What follows belongs to an exercise in optimizing a design on an open flow for small area and a short achievable clock period; a production flow would make more cautious choices. At most, simulation tests tie the RTL to the original design; equivalence was not proved. Power figures rest on the tool's default switching activity, not on a simulated workload.

==> flow/design.v <==
`timescale 1ns / 1ps
module Parameterized_ALU#(parameter N = 16)(
    input clk,
    input [N-1:0] A,
    input [N-1:0] B,
    input [3:0] ALU_Func,
    output reg [N-1:0] ALU_out,
    output reg Carry,
    output  Arith,
    output  Shift,
    output  CMP,
    output  Logic
    );
    wire sub = ALU_Func[0] | ALU_Func[3];
    wire [15:0] bx = B ^ {16{sub}};
    wire [16:0] c;
    wire [15:0] s;
    assign c[0] = sub;
    genvar i;
    generate for (i = 0; i < 16; i = i + 1) begin : add
      assign s[i] = A[i] ^ bx[i] ^ c[i];
      assign c[i+1] = (A[i] & bx[i]) | (c[i] & (A[i] ^ bx[i]));
    end endgenerate
    wire lt = ~c[16];             
    wire eq = ~|(A ^ B);
    wire gt = ~lt & ~eq;
    wire [15:0] md;
    alu_muldiv u_md(.A(A), .B(B), .div(ALU_Func[0]), .Y(md));
    always @(posedge clk) begin
        Carry <= 1'b0;
        case (ALU_Func)
            4'b0000: {Carry, ALU_out} <= {c[16], s};
            4'b0001: {Carry, ALU_out} <= {lt, s};
            4'b0010: ALU_out <= md;
            4'b0011: ALU_out <= md;
            4'b0100: ALU_out <= A & B;
            4'b0101: ALU_out <= A | B;
            4'b0110: ALU_out <= ~(A & B);
            4'b0111: ALU_out <= ~(A | B);
            4'b1000: ALU_out <= A ^ B;
            4'b1001: ALU_out <= ~(A ^ B);
            4'b1010: ALU_out <= {15'b0, eq};
            4'b1011: ALU_out <= {14'b0, gt, 1'b0};
            4'b1100: ALU_out <= {14'b0, lt, lt};
            4'b1101: ALU_out <= {1'b0, A[15:1]};
            4'b1110: ALU_out <= {A[14:0], 1'b0};
            default: ALU_out <= 16'b0;
        endcase
    end
    assign Arith = (ALU_Func[3:2] == 2'b00);
    assign Logic = (ALU_Func[3:2] == 2'b01) || (ALU_Func == 4'b1000) || (ALU_Func == 4'b1001);
    assign CMP   = (ALU_Func == 4'b1010) || (ALU_Func == 4'b1011) || (ALU_Func == 4'b1100);
    assign Shift = (ALU_Func == 4'b1101) || (ALU_Func == 4'b1110);
endmodule
module alu_muldiv(input [15:0] A, input [15:0] B, input div, output [15:0] Y);
  wire [15:0] y = ~B;
  wire [15:0] q;
  wire [16:0] hiz;
  assign hiz[16] = 1'b1;
  genvar w;
  generate for (w = 15; w >= 1; w = w - 1) begin : hz
    assign hiz[w] = hiz[w+1] & ~B[w];
  end endgenerate
  wire [0:0] s1_t, s1_r;
  wire [1:0] s1_c;
  assign s1_c[0] = 1'b1;
  assign s1_t = A[15] | ~div;
  generate for (w = 0; w < 1; w = w + 1) begin : c1
    assign s1_c[w+1] = (s1_t[w] & y[w]) | ((s1_t[w] | y[w]) & s1_c[w]);
  end endgenerate
  assign q[15] = hiz[1] & s1_c[1];
  wire ctl1 = div ? q[15] : A[15];
  assign s1_r = s1_t ^ ({1{ctl1}} & (y[0:0] ^ s1_c[0:0]));
  wire [1:0] s2_t, s2_r;
  wire [2:0] s2_c;
  assign s2_c[0] = 1'b1;
  assign s2_t = {s1_r, A[14] | ~div};
  generate for (w = 0; w < 2; w = w + 1) begin : c2
    assign s2_c[w+1] = (s2_t[w] & y[w]) | ((s2_t[w] | y[w]) & s2_c[w]);
  end endgenerate
  assign q[14] = hiz[2] & s2_c[2];
  wire ctl2 = div ? q[14] : A[14];
  assign s2_r = s2_t ^ ({2{ctl2}} & (y[1:0] ^ s2_c[1:0]));
  wire [2:0] s3_t, s3_r;
  wire [3:0] s3_c;
  assign s3_c[0] = 1'b1;
  assign s3_t = {s2_r, A[13] | ~div};
  generate for (w = 0; w < 3; w = w + 1) begin : c3
    assign s3_c[w+1] = (s3_t[w] & y[w]) | ((s3_t[w] | y[w]) & s3_c[w]);
  end endgenerate
  assign q[13] = hiz[3] & s3_c[3];
  wire ctl3 = div ? q[13] : A[13];
  assign s3_r = s3_t ^ ({3{ctl3}} & (y[2:0] ^ s3_c[2:0]));
  wire [3:0] s4_t, s4_r;
  wire [4:0] s4_c;
  assign s4_c[0] = 1'b1;
  assign s4_t = {s3_r, A[12] | ~div};
  generate for (w = 0; w < 4; w = w + 1) begin : c4
    assign s4_c[w+1] = (s4_t[w] & y[w]) | ((s4_t[w] | y[w]) & s4_c[w]);
  end endgenerate
  assign q[12] = hiz[4] & s4_c[4];
  wire ctl4 = div ? q[12] : A[12];
  assign s4_r = s4_t ^ ({4{ctl4}} & (y[3:0] ^ s4_c[3:0]));
  wire [4:0] s5_t, s5_r;
  wire [5:0] s5_c;
  assign s5_c[0] = 1'b1;
  assign s5_t = {s4_r, A[11] | ~div};
  generate for (w = 0; w < 5; w = w + 1) begin : c5
    assign s5_c[w+1] = (s5_t[w] & y[w]) | ((s5_t[w] | y[w]) & s5_c[w]);
  end endgenerate
  assign q[11] = hiz[5] & s5_c[5];
  wire ctl5 = div ? q[11] : A[11];
  assign s5_r = s5_t ^ ({5{ctl5}} & (y[4:0] ^ s5_c[4:0]));
  wire [5:0] s6_t, s6_r;
  wire [6:0] s6_c;
  assign s6_c[0] = 1'b1;
  assign s6_t = {s5_r, A[10] | ~div};
  generate for (w = 0; w < 6; w = w + 1) begin : c6
    assign s6_c[w+1] = (s6_t[w] & y[w]) | ((s6_t[w] | y[w]) & s6_c[w]);
  end endgenerate
  assign q[10] = hiz[6] & s6_c[6];
  wire ctl6 = div ? q[10] : A[10];
  assign s6_r = s6_t ^ ({6{ctl6}} & (y[5:0] ^ s6_c[5:0]));
  wire [6:0] s7_t, s7_r;
  wire [7:0] s7_c;
  assign s7_c[0] = 1'b1;
  assign s7_t = {s6_r, A[9] | ~div};
  generate for (w = 0; w < 7; w = w + 1) begin : c7
    assign s7_c[w+1] = (s7_t[w] & y[w]) | ((s7_t[w] | y[w]) & s7_c[w]);
  end endgenerate
  assign q[9] = hiz[7] & s7_c[7];
  wire ctl7 = div ? q[9] : A[9];
  assign s7_r = s7_t ^ ({7{ctl7}} & (y[6:0] ^ s7_c[6:0]));
  wire [7:0] s8_t, s8_r;
  wire [8:0] s8_c;
  assign s8_c[0] = 1'b1;
  assign s8_t = {s7_r, A[8] | ~div};
  generate for (w = 0; w < 8; w = w + 1) begin : c8
    assign s8_c[w+1] = (s8_t[w] & y[w]) | ((s8_t[w] | y[w]) & s8_c[w]);
  end endgenerate
  assign q[8] = hiz[8] & s8_c[8];
  wire ctl8 = div ? q[8] : A[8];
  assign s8_r = s8_t ^ ({8{ctl8}} & (y[7:0] ^ s8_c[7:0]));
  wire [8:0] s9_t, s9_r;
  wire [9:0] s9_c;
  assign s9_c[0] = 1'b1;
  assign s9_t = {s8_r, A[7] | ~div};
  generate for (w = 0; w < 9; w = w + 1) begin : c9
    assign s9_c[w+1] = (s9_t[w] & y[w]) | ((s9_t[w] | y[w]) & s9_c[w]);
  end endgenerate
  assign q[7] = hiz[9] & s9_c[9];
  wire ctl9 = div ? q[7] : A[7];
  assign s9_r = s9_t ^ ({9{ctl9}} & (y[8:0] ^ s9_c[8:0]));
  wire [9:0] s10_t, s10_r;
  wire [10:0] s10_c;
  assign s10_c[0] = 1'b1;
  assign s10_t = {s9_r, A[6] | ~div};
  generate for (w = 0; w < 10; w = w + 1) begin : c10
    assign s10_c[w+1] = (s10_t[w] & y[w]) | ((s10_t[w] | y[w]) & s10_c[w]);
  end endgenerate
  assign q[6] = hiz[10] & s10_c[10];
  wire ctl10 = div ? q[6] : A[6];
  assign s10_r = s10_t ^ ({10{ctl10}} & (y[9:0] ^ s10_c[9:0]));
  wire [10:0] s11_t, s11_r;
  wire [11:0] s11_c;
  assign s11_c[0] = 1'b1;
  assign s11_t = {s10_r, A[5] | ~div};
  generate for (w = 0; w < 11; w = w + 1) begin : c11
    assign s11_c[w+1] = (s11_t[w] & y[w]) | ((s11_t[w] | y[w]) & s11_c[w]);
  end endgenerate
  assign q[5] = hiz[11] & s11_c[11];
  wire ctl11 = div ? q[5] : A[5];
  assign s11_r = s11_t ^ ({11{ctl11}} & (y[10:0] ^ s11_c[10:0]));
  wire [11:0] s12_t, s12_r;
  wire [12:0] s12_c;
  assign s12_c[0] = 1'b1;
  assign s12_t = {s11_r, A[4] | ~div};
  generate for (w = 0; w < 12; w = w + 1) begin : c12
    assign s12_c[w+1] = (s12_t[w] & y[w]) | ((s12_t[w] | y[w]) & s12_c[w]);
  end endgenerate
  assign q[4] = hiz[12] & s12_c[12];
  wire ctl12 = div ? q[4] : A[4];
  assign s12_r = s12_t ^ ({12{ctl12}} & (y[11:0] ^ s12_c[11:0]));
  wire [12:0] s13_t, s13_r;
  wire [13:0] s13_c;
  assign s13_c[0] = 1'b1;
  assign s13_t = {s12_r, A[3] | ~div};
  generate for (w = 0; w < 13; w = w + 1) begin : c13
    assign s13_c[w+1] = (s13_t[w] & y[w]) | ((s13_t[w] | y[w]) & s13_c[w]);
  end endgenerate
  assign q[3] = hiz[13] & s13_c[13];
  wire ctl13 = div ? q[3] : A[3];
  assign s13_r = s13_t ^ ({13{ctl13}} & (y[12:0] ^ s13_c[12:0]));
  wire [13:0] s14_t, s14_r;
  wire [14:0] s14_c;
  assign s14_c[0] = 1'b1;
  assign s14_t = {s13_r, A[2] | ~div};
  generate for (w = 0; w < 14; w = w + 1) begin : c14
    assign s14_c[w+1] = (s14_t[w] & y[w]) | ((s14_t[w] | y[w]) & s14_c[w]);
  end endgenerate
  assign q[2] = hiz[14] & s14_c[14];
  wire ctl14 = div ? q[2] : A[2];
  assign s14_r = s14_t ^ ({14{ctl14}} & (y[13:0] ^ s14_c[13:0]));
  wire [14:0] s15_t, s15_r;
  wire [15:0] s15_c;
  assign s15_c[0] = 1'b1;
  assign s15_t = {s14_r, A[1] | ~div};
  generate for (w = 0; w < 15; w = w + 1) begin : c15
    assign s15_c[w+1] = (s15_t[w] & y[w]) | ((s15_t[w] | y[w]) & s15_c[w]);
  end endgenerate
  assign q[1] = hiz[15] & s15_c[15];
  wire ctl15 = div ? q[1] : A[1];
  assign s15_r = s15_t ^ ({15{ctl15}} & (y[14:0] ^ s15_c[14:0]));
  wire [15:0] s16_t, s16_r;
  wire [16:0] s16_c;
  assign s16_c[0] = 1'b1;
  assign s16_t = {s15_r, A[0] | ~div};
  generate for (w = 0; w < 16; w = w + 1) begin : c16
    assign s16_c[w+1] = (s16_t[w] & y[w]) | ((s16_t[w] | y[w]) & s16_c[w]);
  end endgenerate
  assign q[0] = hiz[16] & s16_c[16];
  wire ctl16 = div ? q[0] : A[0];
  assign s16_r = s16_t ^ ({16{ctl16}} & (y[15:0] ^ s16_c[15:0]));
  assign Y = div ? q : ~s16_r;
endmodule
Settings: LEC_CHECK=0, ABC_AREA=1, CAP_MARGIN=20, CORE_MARGIN=2, CORE_UTILIZATION=40, SLEW_MARGIN=20; clock period 35.0 ns.
run.sh (not shown) runs the stock make flow with config.mk's settings and CLKGATE_MAP_FILE= SYNTH_SCRIPT=/design/flow/synth_recipe.tcl, a recipe that flattens the netlist after the stock synthesis.
Then changed:
--- a/flow/design.v
+++ b/flow/design.v
@@ -219,7 +219,7 @@
     assign s16_c[w+1] = (s16_t[w] & y[w]) | ((s16_t[w] | y[w]) & s16_c[w]);
   end endgenerate
   assign q[0] = hiz[16] & s16_c[16];
-  wire ctl16 = div ? q[0] : A[0];
+  wire ctl16 = A[0];
   assign s16_r = s16_t ^ ({16{ctl16}} & (y[15:0] ^ s16_c[15:0]));
   assign Y = div ? q : ~s16_r;
 endmodule
What happened: The changed run completed with no timing, DRC or antenna violations; routed wire length is higher by 8.5%; cell area goes up by 3.9%; worst setup slack improves by 1.3 ns; first-iteration DRC count is higher by about 26%; combinational power drops by about 19%; worst hold slack improves by 0.055 ns; synthesized cell count rises by 2.2%; power falls by about 17%; critical path depth fell by 16.
For the second run of this note, only the layout was checked, not whether the RTL still works.

==> afterwards: timing with drivers on the ports <==
The flow's constraints put no driver on any port. The routed layouts listed below were extracted and timed again, unchanged, in two steps. Step 1 assumes that a clkbuf_16 drives the clock port and a buf_2 every other input. Step 2 adds t to the input delays and takes it off the output delays; t is the mean of the earliest and latest rising clock arrival at the registers after step 1. Input paths then give back, and output paths get back, about the clock's delay inside the block. Three values: ideal ports, drivers, drivers and shift; two values: the first two.
run | t, ns | setup WS [ns] | worst data-port slew with drivers (ns) | pins driven straight from the clock port
the first run | 0.291 | 6.605 / 6.619 / 6.328 | 0.04 | 1
the second run | 0.295 | 7.900 / 7.907 / 7.612 | 0.04 | 1
After both steps setup and hold are still met in every run listed. For the second run, which loses most, drivers alone change the setup slack by +0.007 ns; drivers and shift together by -0.288 ns.
